Source: an optimization exercise on an open RTL-to-GDS flow (aim: small area, a short achievable clock period and few clock cycles per item). Production flows keep margins and buffers that such runs may drop.
Where RTL was checked, it was by simulation tests only, not by an equivalence proof against the original.

gamma:
Design simon_engine, start of the top module:
module simon_engine (
  input  logic           clk,                  
  input  logic           rst,                  
  input  logic           ctrl_in_begin,        
  input  logic [10:0]    ctrl_in_num_blocks,   
  input  logic [63:0]    ctrl_in_key,          
  output logic           done_intr,            
  output logic [31:0]    pt_addra,
  input  logic [31:0]    pt_rd_data,
  output logic [31:0]    ct_addra,
  output logic [31:0]    ct_wr_data,
  output logic [3:0]     ct_wea
);
Size: ~3,500 cells after synthesis, about 890 flip-flops, roughly 45,000 um2 of cells after synthesis.
make LEC_CHECK=0 ABC_CLOCK_PERIOD_IN_PS=2000 CAP_MARGIN=20 CORE_MARGIN=2 CORE_UTILIZATION=40 SETUP_SLACK_MARGIN=2.0 SLEW_MARGIN=20 finish   # period 4.0 ns
run.sh (not shown) runs the stock make flow with config.mk's settings and CLKGATE_MAP_FILE= SYNTH_SCRIPT=/design/flow/synth_recipe.tcl, a recipe that flattens the netlist after the stock synthesis.
gamma reached the final stage; the timing, design-rule and antenna checks on its layout passed.
The following lists how beta was set up differently from gamma:
Settings: ABC_CLOCK_PERIOD_IN_PS changed from 2000 to 2100; SETUP_SLACK_MARGIN changed from 2.0 to 1.9.
Every stage of the flow completed for beta, and the final layout passed the timing, design-rule and antenna checks. beta vs gamma: setup slack after placement up. Synthesized area came out exactly the same in beta and gamma. Row count of placed standard cells in the final layout, fillers left out: beta lower / gamma higher.
No run of this note included a check of the RTL's function; only the layout flow was run.

Another version of the RTL of simon_engine (not shown whole).
Size in the first run: about 3400 cells after synthesis.
Settings: LEC_CHECK=0, ABC_CLOCK_PERIOD_IN_PS=2100, CAP_MARGIN=20, CORE_MARGIN=2, CORE_UTILIZATION=40, CTS_CLUSTER_DIAMETER=120, CTS_CLUSTER_SIZE=24, SETUP_SLACK_MARGIN=1.95, SLEW_MARGIN=20; clock period 4.0 ns.
standard.sh (not shown) runs the stock make flow with config.mk's settings and CLKGATE_MAP_FILE= SYNTH_SCRIPT=/design/flow/synth_recipe.tcl, a recipe that flattens the netlist after the stock synthesis.
==> flow/flow/run.sh <==
#!/bin/bash
# The standard layout, with every input and output port buffered by a plain
# sky130_fd_sc_hd__buf_1 instead of the default port buffer cell. The full
# output of the ORFS make run (synthesis, floorplan, placement, CTS, routing,
# finishing) goes to flow_make.log in this folder; ORFS also keeps each
# step's own log under orfs/logs.
set -euo pipefail
export BUFFER_PORTS_ARGS="-buffer_cell sky130_fd_sc_hd__buf_1"
bash standard.sh > flow_make.log 2>&1
The first run produced a clean layout.
Testbench counts at the start, summed over its fixed seeds: cycles 5,453, blocks 3,917.
Next try:
==> flow/run.sh (new file) <==
#!/bin/bash
# synth_recipe.tcl (not shown) runs the flow's synth.tcl, then flattens the netlist and writes it again
# the make line also repeats each setting of config.mk as NAME=value (left out here)
make -C /OpenROAD-flow-scripts/flow DESIGN_CONFIG=/design/flow/config.mk WORK_HOME=/design/flow/orfs CLKGATE_MAP_FILE= SYNTH_SCRIPT=/design/flow/synth_recipe.tcl finish
ABC_AREA = 1   (was unset)
ABC_CLOCK_PERIOD_IN_PS = unset   (was 2100)
SETUP_SLACK_MARGIN = 1.9   (was 1.95)
removed: flow/flow/run.sh
removed: flow/standard.sh
Routed wire length climbs by about 43%.
Setup slack degrades by 0.045 ns.
Global-route usage climbs by 3.0 points.
Worst hold slack gets better by 0.021 ns.
Area after synthesis climbs by about 27%.
Via count climbs by 89%.
Core utilization drops by 1.5 points.
First-iteration DRC count came out higher by 71%.
Next try:
==> flow/flow/run.sh (new file) <==
#!/bin/bash
# The standard layout, with every input and output port buffered by a plain
# sky130_fd_sc_hd__buf_1 instead of the default port buffer cell. The full
# output of the ORFS make run (synthesis, floorplan, placement, CTS, routing,
# finishing) goes to flow_make.log in this folder; ORFS also keeps each
# step's own log under orfs/logs.
set -euo pipefail
export BUFFER_PORTS_ARGS="-buffer_cell sky130_fd_sc_hd__buf_1"
bash standard.sh > flow_make.log 2>&1
==> flow/standard.sh (new file) <==
#!/bin/bash
# synth_recipe.tcl (not shown) runs the flow's synth.tcl, then flattens the netlist and writes it again
# the make line also repeats each setting of config.mk as NAME=value (left out here)
make -C /OpenROAD-flow-scripts/flow DESIGN_CONFIG=/design/flow/config.mk WORK_HOME=/design/flow/orfs CLKGATE_MAP_FILE= SYNTH_SCRIPT=/design/flow/synth_recipe.tcl "${@:-finish}"
ABC_AREA = unset   (was 1)
ABC_CLOCK_PERIOD_IN_PS = 2100   (was unset)
CTS_BUF_LIST = sky130_fd_sc_hd__clkbuf_8 sky130_fd_sc_hd__clkbuf_16   (was unset)
CTS_CLUSTER_DIAMETER = 80   (was 120)
CTS_CLUSTER_SIZE = 16   (was 24)
SETUP_SLACK_MARGIN = 1.95   (was 1.9)
removed: flow/run.sh
What happened: The changed run completed with no timing, DRC or antenna violations. Count of clock-buffer cells in the layout drops by 8. Register-to-register slack improves by 0.03 ns. Area after synthesis drops by 21%. Cell count drops by 45%. Routed wire length drops by 29%. Via count drops by 47%. Maximum frequency climbs by 1.3%.
Next try:
CTS_BUF_LIST = unset   (was sky130_fd_sc_hd__clkbuf_8 sky130_fd_sc_hd__clkbuf_16)
CTS_CLUSTER_DIAMETER = 120   (was 80)
CTS_CLUSTER_SIZE = 24   (was 16)
SETUP_SLACK_MARGIN = 2.0   (was 1.95)
Outcome: The new run produced a clean layout; wire length rose by 0.37%; final area is higher by 0.50%.
Next try:
SETUP_SLACK_MARGIN = 1.9   (was 2.0)
The new run passed the timing, design-rule and antenna checks.
Setup slack got worse by 0.10 ns.
Final area goes down by a few percent.
Global-route usage goes down by 0.20 points.
Clock skew goes up by 0.014 ns.
Next try:
==> flow/run.sh (new file) <==
#!/bin/bash
# synth_recipe.tcl (not shown) runs the flow's synth.tcl, then flattens the netlist and writes it again
# the make line also repeats each setting of config.mk as NAME=value (left out here)
make -C /OpenROAD-flow-scripts/flow DESIGN_CONFIG=/design/flow/config.mk WORK_HOME=/design/flow/orfs CLKGATE_MAP_FILE= SYNTH_SCRIPT=/design/flow/synth_recipe.tcl finish
removed: flow/flow/run.sh
removed: flow/standard.sh
- The changed run produced a clean layout
- via count came out higher by 0.48%
- cell area came out higher by 3.1%
- register-to-register slack improved by 0.03 ns
- wire length came out lower by 0.76%

## what the ideal ports hide
How much do the figures lean on ideal ports? The routed layouts below were timed once more, with nothing changed but the port constraints.
Step 1, drivers: a clkbuf_16 drives clk and a buf_2 each remaining input, both assumed.
Step 2 also shifts input and output timing later by t, the mid clock arrival at the registers, as if the neighbouring blocks saw the same clock.
Three values: ideal, step 1, step 2; two values: the first two.
| run | t, ns | slack for setup (ns) | worst setup path after step 2 | clock arrival spread, ns |
|---|---|---|---|---|
| gamma | 0.742 | 1.662 / 1.662 / 1.119 | input to register | 0.042 / 0.041 |
| beta | 0.730 | 1.687 / 1.687 / 1.050 | input to register | 0.042 / 0.043 |
| the first run of note 2 | 0.709 | 1.962 / 1.917 / 1.458 | input to register | 0.043 / 0.043 |
| the second run of note 2 | 0.748 | 1.917 / 1.863 / 1.229 | input to register | 0.044 / 0.044 |
| the third run of note 2 | 0.708 | 1.943 / 1.918 / 1.412 | input to register | 0.025 / 0.024 |
| the fourth run of note 2 | 0.700 | 1.993 / 1.969 / 1.520 | input to register | 0.034 / 0.034 |
| the fifth run of note 2 | 0.705 | 1.889 / 1.872 / 1.398 | input to register | 0.046 / 0.046 |
| the sixth run of note 2 | 0.695 | 1.884 / 1.859 / 1.231 | input to register | 0.046 / 0.046 |
After both steps setup and hold are still met in every run listed. For the second run of note 2, which loses most, drivers alone change the setup slack by -0.054 ns; drivers and shift together by -0.688 ns.
